From an optimization exercise on the open Yosys and OpenROAD flow, aimed at small area and a short achievable clock period; shortcuts taken in it are not production practice.
Where RTL was checked, it was by simulation tests only, not by an equivalence proof against the original.
No activity file was given, so power comes from the tool's default toggle rates.

==> module pe, before the edit <==
module pe (
    input clk,
    input [2:0] a,
    input [1:0] r,
    input [7:0] in1,
    input [7:0] filter,
    output reg [15:0] pe_out
);
    reg [7:0] A, B;
    reg [15:0] cs;
    reg [14:0] ct;
    wire [15:0] ms;
    wire [14:0] mt;
    mul_csa mul (.A(A), .B(B), .s(ms), .t(mt));
    wire ld = (r == 2'b00);      
    wire up = (r == 2'b01);      
    wire en = ~(a[2] & a[1]);    
    reg [15:0] cs_n;
    reg [14:0] ct_n;
    always @(*) begin
        case (a)
            3'b000: begin cs_n = {8'b0, A};  ct_n = {{(15-8){1'b0}}, B}; end
            3'b001: begin cs_n = ms;         ct_n = mt; end
            3'b010: begin cs_n = {8'b0, A & B}; ct_n = 0; end
            3'b011: begin cs_n = {8'b0, A | B}; ct_n = 0; end
            3'b100: begin cs_n = {8'b0, ~A}; ct_n = 0; end
            3'b101: begin cs_n = {8'b0, ~B}; ct_n = 0; end
            default: begin cs_n = 16'b0; ct_n = 0; end
        endcase
    end
    always @(posedge clk) begin
        A <= (in1 & {8{ld}}) | (A & {8{~ld}});
        B <= (filter & {8{ld}}) | (B & {8{~ld}});
        pe_out <= ((cs + ct) & {16{up}}) | (pe_out & {16{~up}});
        cs <= (cs_n & {16{en}}) | (cs & {16{~en}});
        ct <= (ct_n & {15{en}}) | (ct & {15{~en}});
    end
endmodule
export LEC_CHECK = 0
export CAP_MARGIN = 20
export CORE_MARGIN = 2
export CORE_UTILIZATION = 40
export SETUP_SLACK_MARGIN = 4.5
export SLEW_MARGIN = 20
create_clock -name core_clock -period 7.0 [get_ports {clk}]
run.sh (not shown) runs the stock make flow with config.mk's settings and CLKGATE_MAP_FILE= SYNTH_SCRIPT=/design/flow/synth_recipe.tcl, a recipe that flattens the netlist after the stock synthesis.
The starting point completed with no timing, DRC or antenna violations.
Next try:
--- a/flow/design.v
+++ b/flow/design.v
@@ -141,30 +141,24 @@
     reg [14:0] ct;
     wire [15:0] ms;
     wire [14:0] mt;
     mul_csa mul (.A(A), .B(B), .s(ms), .t(mt));
-    wire ld = (r == 2'b00);      
-    wire up = (r == 2'b01);      
-    wire en = ~(a[2] & a[1]);    
-    reg [15:0] cs_n;
-    reg [14:0] ct_n;
-    always @(*) begin
+    always @(posedge clk) begin
+        if (r == 2'b00) begin
+            A <= in1;
+            B <= filter;
+        end
+        if (r == 2'b01)
+            pe_out <= cs + ct;
         case (a)
-            3'b000: begin cs_n = {8'b0, A};  ct_n = {{(15-8){1'b0}}, B}; end
-            3'b001: begin cs_n = ms;         ct_n = mt; end
-            3'b010: begin cs_n = {8'b0, A & B}; ct_n = 0; end
-            3'b011: begin cs_n = {8'b0, A | B}; ct_n = 0; end
-            3'b100: begin cs_n = {8'b0, ~A}; ct_n = 0; end
-            3'b101: begin cs_n = {8'b0, ~B}; ct_n = 0; end
-            default: begin cs_n = 16'b0; ct_n = 0; end
+            3'b000: begin cs <= {8'b0, A};  ct <= {{(15-8){1'b0}}, B}; end
+            3'b001: begin cs <= ms;         ct <= mt; end
+            3'b010: begin cs <= {8'b0, A & B}; ct <= 0; end
+            3'b011: begin cs <= {8'b0, A | B}; ct <= 0; end
+            3'b100: begin cs <= {8'b0, ~A}; ct <= 0; end
+            3'b101: begin cs <= {8'b0, ~B}; ct <= 0; end
+            default: ;
         endcase
-    end
-    always @(posedge clk) begin
-        A <= (in1 & {8{ld}}) | (A & {8{~ld}});
-        B <= (filter & {8{ld}}) | (B & {8{~ld}});
-        pe_out <= ((cs + ct) & {16{up}}) | (pe_out & {16{~up}});
-        cs <= (cs_n & {16{en}}) | (cs & {16{~en}});
-        ct <= (ct_n & {15{en}}) | (ct & {15{~en}});
     end
 endmodule
 module TopModule (
     input clk,
- total power came out higher by 2.3%
- non-clock buffer count came out higher by 19
- global-route usage came out higher by 1.5 points
- core utilization came out higher by 1.4 points
- via count came out higher by 4.1%
- combinational power came out higher by about 6%
- sequential power barely changes
- first-iteration DRC count came out lower by 15%
- die area came out lower by 0.44%
- cell area came out higher by 1.1%
- count of clock-buffer cells in the layout came out lower by 6
- worst hold slack improved by 0.013 ns
Function not checked in the first run of this note: the RTL went through the layout flow alone.

TopModule with an RTL version that a note above also has.
Size in the first run: roughly 250 flip-flops, about 150 I/O pins.
==> module pe, before the edit <==
module pe (
    input clk,
    input [2:0] a,
    input [1:0] r,
    input [7:0] in1,
    input [7:0] filter,
    output reg [15:0] pe_out
);
    reg [7:0] A, B;
    reg [15:0] cs;
    reg [14:0] ct;
    wire [15:0] ms;
    wire [14:0] mt;
    mul_csa mul (.A(A), .B(B), .s(ms), .t(mt));
    always @(posedge clk) begin
        if (r == 2'b00) begin
            A <= in1;
            B <= filter;
        end
        if (r == 2'b01)
            pe_out <= cs + ct;
        case (a)
            3'b000: begin cs <= {8'b0, A};  ct <= {{(15-8){1'b0}}, B}; end
            3'b001: begin cs <= ms;         ct <= mt; end
            3'b010: begin cs <= {8'b0, A & B}; ct <= 0; end
            3'b011: begin cs <= {8'b0, A | B}; ct <= 0; end
            3'b100: begin cs <= {8'b0, ~A}; ct <= 0; end
            3'b101: begin cs <= {8'b0, ~B}; ct <= 0; end
            default: ;
        endcase
    end
endmodule
Settings: LEC_CHECK=0, CAP_MARGIN=20, CORE_MARGIN=2, CORE_UTILIZATION=40, SLEW_MARGIN=20; clock period 7.0 ns.
Edit:
--- a/flow/design.v
+++ b/flow/design.v
@@ -140,26 +140,32 @@
     reg [15:0] cs;
     reg [14:0] ct;
     wire [15:0] ms;
     wire [14:0] mt;
     mul_csa mul (.A(A), .B(B), .s(ms), .t(mt));
+    wire ld = (r == 2'b00);      
+    wire up = (r == 2'b01);      
+    wire en = ~(a[2] & a[1]);    
+    reg [15:0] cs_n;
+    reg [14:0] ct_n;
+    always @(*) begin
+        case (a)
+            3'b000: begin cs_n = {8'b0, A};  ct_n = {{(15-8){1'b0}}, B}; end
+            3'b001: begin cs_n = ms;         ct_n = mt; end
+            3'b010: begin cs_n = {8'b0, A & B}; ct_n = 0; end
+            3'b011: begin cs_n = {8'b0, A | B}; ct_n = 0; end
+            3'b100: begin cs_n = {8'b0, ~A}; ct_n = 0; end
+            3'b101: begin cs_n = {8'b0, ~B}; ct_n = 0; end
+            default: begin cs_n = 16'b0; ct_n = 0; end
+        endcase
+    end
     always @(posedge clk) begin
-        if (r == 2'b00) begin
-            A <= in1;
-            B <= filter;
-        end
-        if (r == 2'b01)
-            pe_out <= cs + ct;
-        case (a)
-            3'b000: begin cs <= {8'b0, A};  ct <= {{(15-8){1'b0}}, B}; end
-            3'b001: begin cs <= ms;         ct <= mt; end
-            3'b010: begin cs <= {8'b0, A & B}; ct <= 0; end
-            3'b011: begin cs <= {8'b0, A | B}; ct <= 0; end
-            3'b100: begin cs <= {8'b0, ~A}; ct <= 0; end
-            3'b101: begin cs <= {8'b0, ~B}; ct <= 0; end
-            default: ;
-        endcase
+        A <= (in1 & {8{ld}}) | (A & {8{~ld}});
+        B <= (filter & {8{ld}}) | (B & {8{~ld}});
+        pe_out <= ((cs + ct) & {16{up}}) | (pe_out & {16{~up}});
+        cs <= (cs_n & {16{en}}) | (cs & {16{~en}});
+        ct <= (ct_n & {15{en}}) | (ct & {15{~en}});
     end
 endmodule
 module TopModule (
     input clk,
     input [31:0] global_data,
=> The new run completed without violations. Wire length came out lower by 6.8%. Die area came out higher by 0.44%. Final area came out higher by about 1.1%. Core utilization came out lower by 0.21 points. Global-route usage came out lower by 1.5 points. Combinational power came out lower by about 7%. Worst hold slack degrades by 0.0086 ns. Sequential power hardly moves.
The RTL of the second run of this note was laid out without a check of its function.

TopModule, a different RTL version from the one above (not shown whole).
For scale: roughly 1800 cells after synthesis, ~290 flip-flops, about 0.019 mm2 of cells after synthesis.
==> module mul_csa, before the edit <==
module mul_csa (
    input  [7:0] A,
    input  [9:0] A3,
    input  [7:0] B,
    output [15:0] s,
    output [14:0] t
);
    wire [9:0] a1 = {2'b0, A};
    wire [9:0] a2 = {1'b0, A, 1'b0};
    wire [9:0] p0, p1, p2, p3;
    wire [1:0] d0 = B[1:0];
    assign p0 = ({10{d0 == 2'd1}} & a1) | ({10{d0 == 2'd2}} & a2) |
                ({10{d0 == 2'd3}} & A3);
    wire [1:0] d1 = B[3:2];
    assign p1 = ({10{d1 == 2'd1}} & a1) | ({10{d1 == 2'd2}} & a2) |
                ({10{d1 == 2'd3}} & A3);
    wire [1:0] d2 = B[5:4];
    assign p2 = ({10{d2 == 2'd1}} & a1) | ({10{d2 == 2'd2}} & a2) |
                ({10{d2 == 2'd3}} & A3);
    wire [1:0] d3 = B[7:6];
    assign p3 = ({10{d3 == 2'd1}} & a1) | ({10{d3 == 2'd2}} & a2) |
                ({10{d3 == 2'd3}} & A3);
    wire hs0 = p0[6] ^ p1[4];
    wire hc0 = p0[6] & p1[4];
    wire fs0 = p0[7] ^ p1[5] ^ p2[3];
    wire fc0 = (p0[7] & p1[5]) | (p0[7] & p2[3]) | (p1[5] & p2[3]);
    wire fs1 = p0[8] ^ p1[6] ^ p2[4];
    wire fc1 = (p0[8] & p1[6]) | (p0[8] & p2[4]) | (p1[6] & p2[4]);
    wire fs2 = p0[9] ^ p1[7] ^ p2[5];
    wire fc2 = (p0[9] & p1[7]) | (p0[9] & p2[5]) | (p1[7] & p2[5]);
    wire hs1 = p1[8] ^ p2[6];
    wire hc1 = p1[8] & p2[6];
    wire hs2 = p1[9] ^ p2[7];
    wire hc2 = p1[9] & p2[7];
    wire hs3 = p0[4] ^ p1[2];
    wire hc3 = p0[4] & p1[2];
    wire fs3 = p0[5] ^ p1[3] ^ p2[1];
    wire fc3 = (p0[5] & p1[3]) | (p0[5] & p2[1]) | (p1[3] & p2[1]);
    wire fs4 = p2[2] ^ p3[0] ^ hs0;
    wire fc4 = (p2[2] & p3[0]) | (p2[2] & hs0) | (p3[0] & hs0);
    wire fs5 = p3[1] ^ hc0 ^ fs0;
    wire fc5 = (p3[1] & hc0) | (p3[1] & fs0) | (hc0 & fs0);
    wire fs6 = p3[2] ^ fc0 ^ fs1;
    wire fc6 = (p3[2] & fc0) | (p3[2] & fs1) | (fc0 & fs1);
    wire fs7 = p3[3] ^ fc1 ^ fs2;
    wire fc7 = (p3[3] & fc1) | (p3[3] & fs2) | (fc1 & fs2);
    wire fs8 = p3[4] ^ hs1 ^ fc2;
    wire fc8 = (p3[4] & hs1) | (p3[4] & fc2) | (hs1 & fc2);
    wire fs9 = p3[5] ^ hc1 ^ hs2;
    wire fc9 = (p3[5] & hc1) | (p3[5] & hs2) | (hc1 & hs2);
    wire fs10 = p2[8] ^ p3[6] ^ hc2;
    wire fc10 = (p2[8] & p3[6]) | (p2[8] & hc2) | (p3[6] & hc2);
    wire hs4 = p2[9] ^ p3[7];
    wire hc4 = p2[9] & p3[7];
    assign s[0] = p0[0];
    assign s[1] = p0[1];
    assign s[2] = p0[2];
    assign s[3] = p0[3];
    assign s[4] = p2[0];
    assign s[5] = hc3;
    assign s[6] = fc3;
    assign s[7] = fc4;
    assign s[8] = fc5;
    assign s[9] = fc6;
    assign s[10] = fc7;
    assign s[11] = fs9;
    assign s[12] = fs10;
    assign s[13] = hs4;
    assign s[14] = p3[8];
    assign s[15] = p3[9];
    assign t[0] = 1'b0;
    assign t[1] = 1'b0;
    assign t[2] = p1[0];
    assign t[3] = p1[1];
    assign t[4] = hs3;
    assign t[5] = fs3;
    assign t[6] = fs4;
    assign t[7] = fs5;
    assign t[8] = fs6;
    assign t[9] = fs7;
    assign t[10] = fs8;
    assign t[11] = fc8;
    assign t[12] = fc9;
    assign t[13] = fc10;
    assign t[14] = hc4;
endmodule
==> module pe, before the edit <==
module pe (
    input clk,
    input [2:0] a,
    input [1:0] r,
    input [7:0] in1,
    input [7:0] filter,
    output reg [15:0] pe_out
);
    reg [7:0] A, B;
    reg [9:0] A3;
    reg [15:0] cs;
    reg [14:0] ct;
    wire [15:0] ms;
    wire [14:0] mt;
    mul_csa mul (.A(A), .A3(A3), .B(B), .s(ms), .t(mt));
    always @(posedge clk) begin
        if (r == 2'b00) begin
            A <= in1;
            A3 <= {2'b0, in1} + {1'b0, in1, 1'b0};
            B <= filter;
        end
        if (r == 2'b01)
            pe_out <= {{(16-16){1'b0}}, cs} + {{(16-15){1'b0}}, ct};
        case (a)
            3'b000: begin cs <= {{(16-8){1'b0}}, A};  ct <= {{(15-8){1'b0}}, B}; end
            3'b001: begin cs <= ms;         ct <= mt; end
            3'b010: begin cs <= {{(16-8){1'b0}}, A & B}; ct <= 0; end
            3'b011: begin cs <= {{(16-8){1'b0}}, A | B}; ct <= 0; end
            3'b100: begin cs <= {{(16-8){1'b0}}, ~A}; ct <= 0; end
            3'b101: begin cs <= {{(16-8){1'b0}}, ~B}; ct <= 0; end
            default: ;
        endcase
    end
endmodule
Settings: LEC_CHECK=0, CAP_MARGIN=20, CORE_MARGIN=2, CORE_UTILIZATION=60, SETUP_SLACK_MARGIN=4.5, SLEW_MARGIN=20; clock period 7.0 ns.
Edit:
--- a/flow/design.v
+++ b/flow/design.v
@@ -1,29 +1,29 @@
 `timescale 1ns / 1ps
 module mul_csa (
     input  [7:0] A,
-    input  [9:0] A3,
+    input  [9:1] A3,
     input  [7:0] B,
     output [15:0] s,
     output [14:0] t
 );
     wire [9:0] a1 = {2'b0, A};
     wire [9:0] a2 = {1'b0, A, 1'b0};
     wire [9:0] p0, p1, p2, p3;
     wire [1:0] d0 = B[1:0];
     assign p0 = ({10{d0 == 2'd1}} & a1) | ({10{d0 == 2'd2}} & a2) |
-                ({10{d0 == 2'd3}} & A3);
+                ({10{d0 == 2'd3}} & {A3, A[0]});
     wire [1:0] d1 = B[3:2];
     assign p1 = ({10{d1 == 2'd1}} & a1) | ({10{d1 == 2'd2}} & a2) |
-                ({10{d1 == 2'd3}} & A3);
+                ({10{d1 == 2'd3}} & {A3, A[0]});
     wire [1:0] d2 = B[5:4];
     assign p2 = ({10{d2 == 2'd1}} & a1) | ({10{d2 == 2'd2}} & a2) |
-                ({10{d2 == 2'd3}} & A3);
+                ({10{d2 == 2'd3}} & {A3, A[0]});
     wire [1:0] d3 = B[7:6];
     assign p3 = ({10{d3 == 2'd1}} & a1) | ({10{d3 == 2'd2}} & a2) |
-                ({10{d3 == 2'd3}} & A3);
+                ({10{d3 == 2'd3}} & {A3, A[0]});
     wire hs0 = p0[6] ^ p1[4];
     wire hc0 = p0[6] & p1[4];
     wire fs0 = p0[7] ^ p1[5] ^ p2[3];
     wire fc0 = (p0[7] & p1[5]) | (p0[7] & p2[3]) | (p1[5] & p2[3]);
     wire fs1 = p0[8] ^ p1[6] ^ p2[4];
     wire fc1 = (p0[8] & p1[6]) | (p0[8] & p2[4]) | (p1[6] & p2[4]);
@@ -91,22 +91,22 @@
     input [1:0] r,
     input [7:0] in1,
     input [7:0] filter,
     output reg [15:0] pe_out
 );
     reg [7:0] A, B;
-    reg [9:0] A3;
+    reg [9:1] A3;      
     reg [15:0] cs;
     reg [14:0] ct;
     wire [15:0] ms;
     wire [14:0] mt;
     mul_csa mul (.A(A), .A3(A3), .B(B), .s(ms), .t(mt));
     always @(posedge clk) begin
         if (r == 2'b00) begin
             A <= in1;
-            A3 <= {2'b0, in1} + {1'b0, in1, 1'b0};
+            A3 <= in1[7:1] + in1;
             B <= filter;
         end
         if (r == 2'b01)
             pe_out <= {{(16-16){1'b0}}, cs} + {{(16-15){1'b0}}, ct};
         case (a)
             3'b000: begin cs <= {{(16-8){1'b0}}, A};  ct <= {{(15-8){1'b0}}, B}; end
Effect:
- sequential share of layout area rises by 0.78 points
- worst setup slack gets worse by 0.044 ns
- register-to-register slack stays flat
- maximum frequency falls by 1.7%
- clock skew rises by 0.0083 ns
- final area falls by 2.0%
- first-iteration DRC count rises by 1.1%
- routed wire length falls by 3.1%
- sequential cell count is unchanged
- count of clock-buffer cells in the layout does not change
- die area falls by 0.76%
- hold slack gets worse by 0.0072 ns
- via count falls by 2.0%
The RTL of the first run of this note was laid out without a check of its function.

## port drivers added, routing unchanged
The results above use ideal ports. As a check the final layouts listed here were re-extracted and re-timed, cells and wires unchanged.
Step 1 sets driving cells, clkbuf_16 on the clock port and buf_2 on the other inputs (assumed; they add their load-dependent delay and slew).
Step 2, shift: input delay + t, output delay - t, t = (earliest + latest rising clock arrival at the registers) / 2. This alone moves slack from input paths to output paths.
Slacks: ideal / step 1 / step 2; pairs: ideal / step 1.
run	t (ns)	setup WS [ns]	hold WS [ns]	clock arrival spread, ns
the first run of note 1	0.604	3.953 / 3.953 / 3.953	0.516 / 0.516 / 0.516	0.026 / 0.026
the second run of note 1	0.605	3.885 / 3.885 / 3.885	0.529 / 0.529 / 0.529	0.015 / 0.015
the first run of note 2	0.613	3.525 / 3.525 / 3.033	0.536 / 0.536 / 0.536	0.025 / 0.025
the second run of note 2	0.603	3.631 / 3.631 / 3.454	0.527 / 0.527 / 0.527	0.011 / 0.012
the first run of note 3	0.553	4.463 / 4.419 / 3.934	0.547 / 0.547 / 0.547	0.017 / 0.018
the second run of note 3	0.613	4.419 / 4.366 / 3.867	0.540 / 0.540 / 0.540	0.024 / 0.024
After both steps every run listed still meets setup and hold. The setup slack of the second run of note 3, which loses most, moves by -0.053 ns with the drivers and by -0.552 ns with both steps.
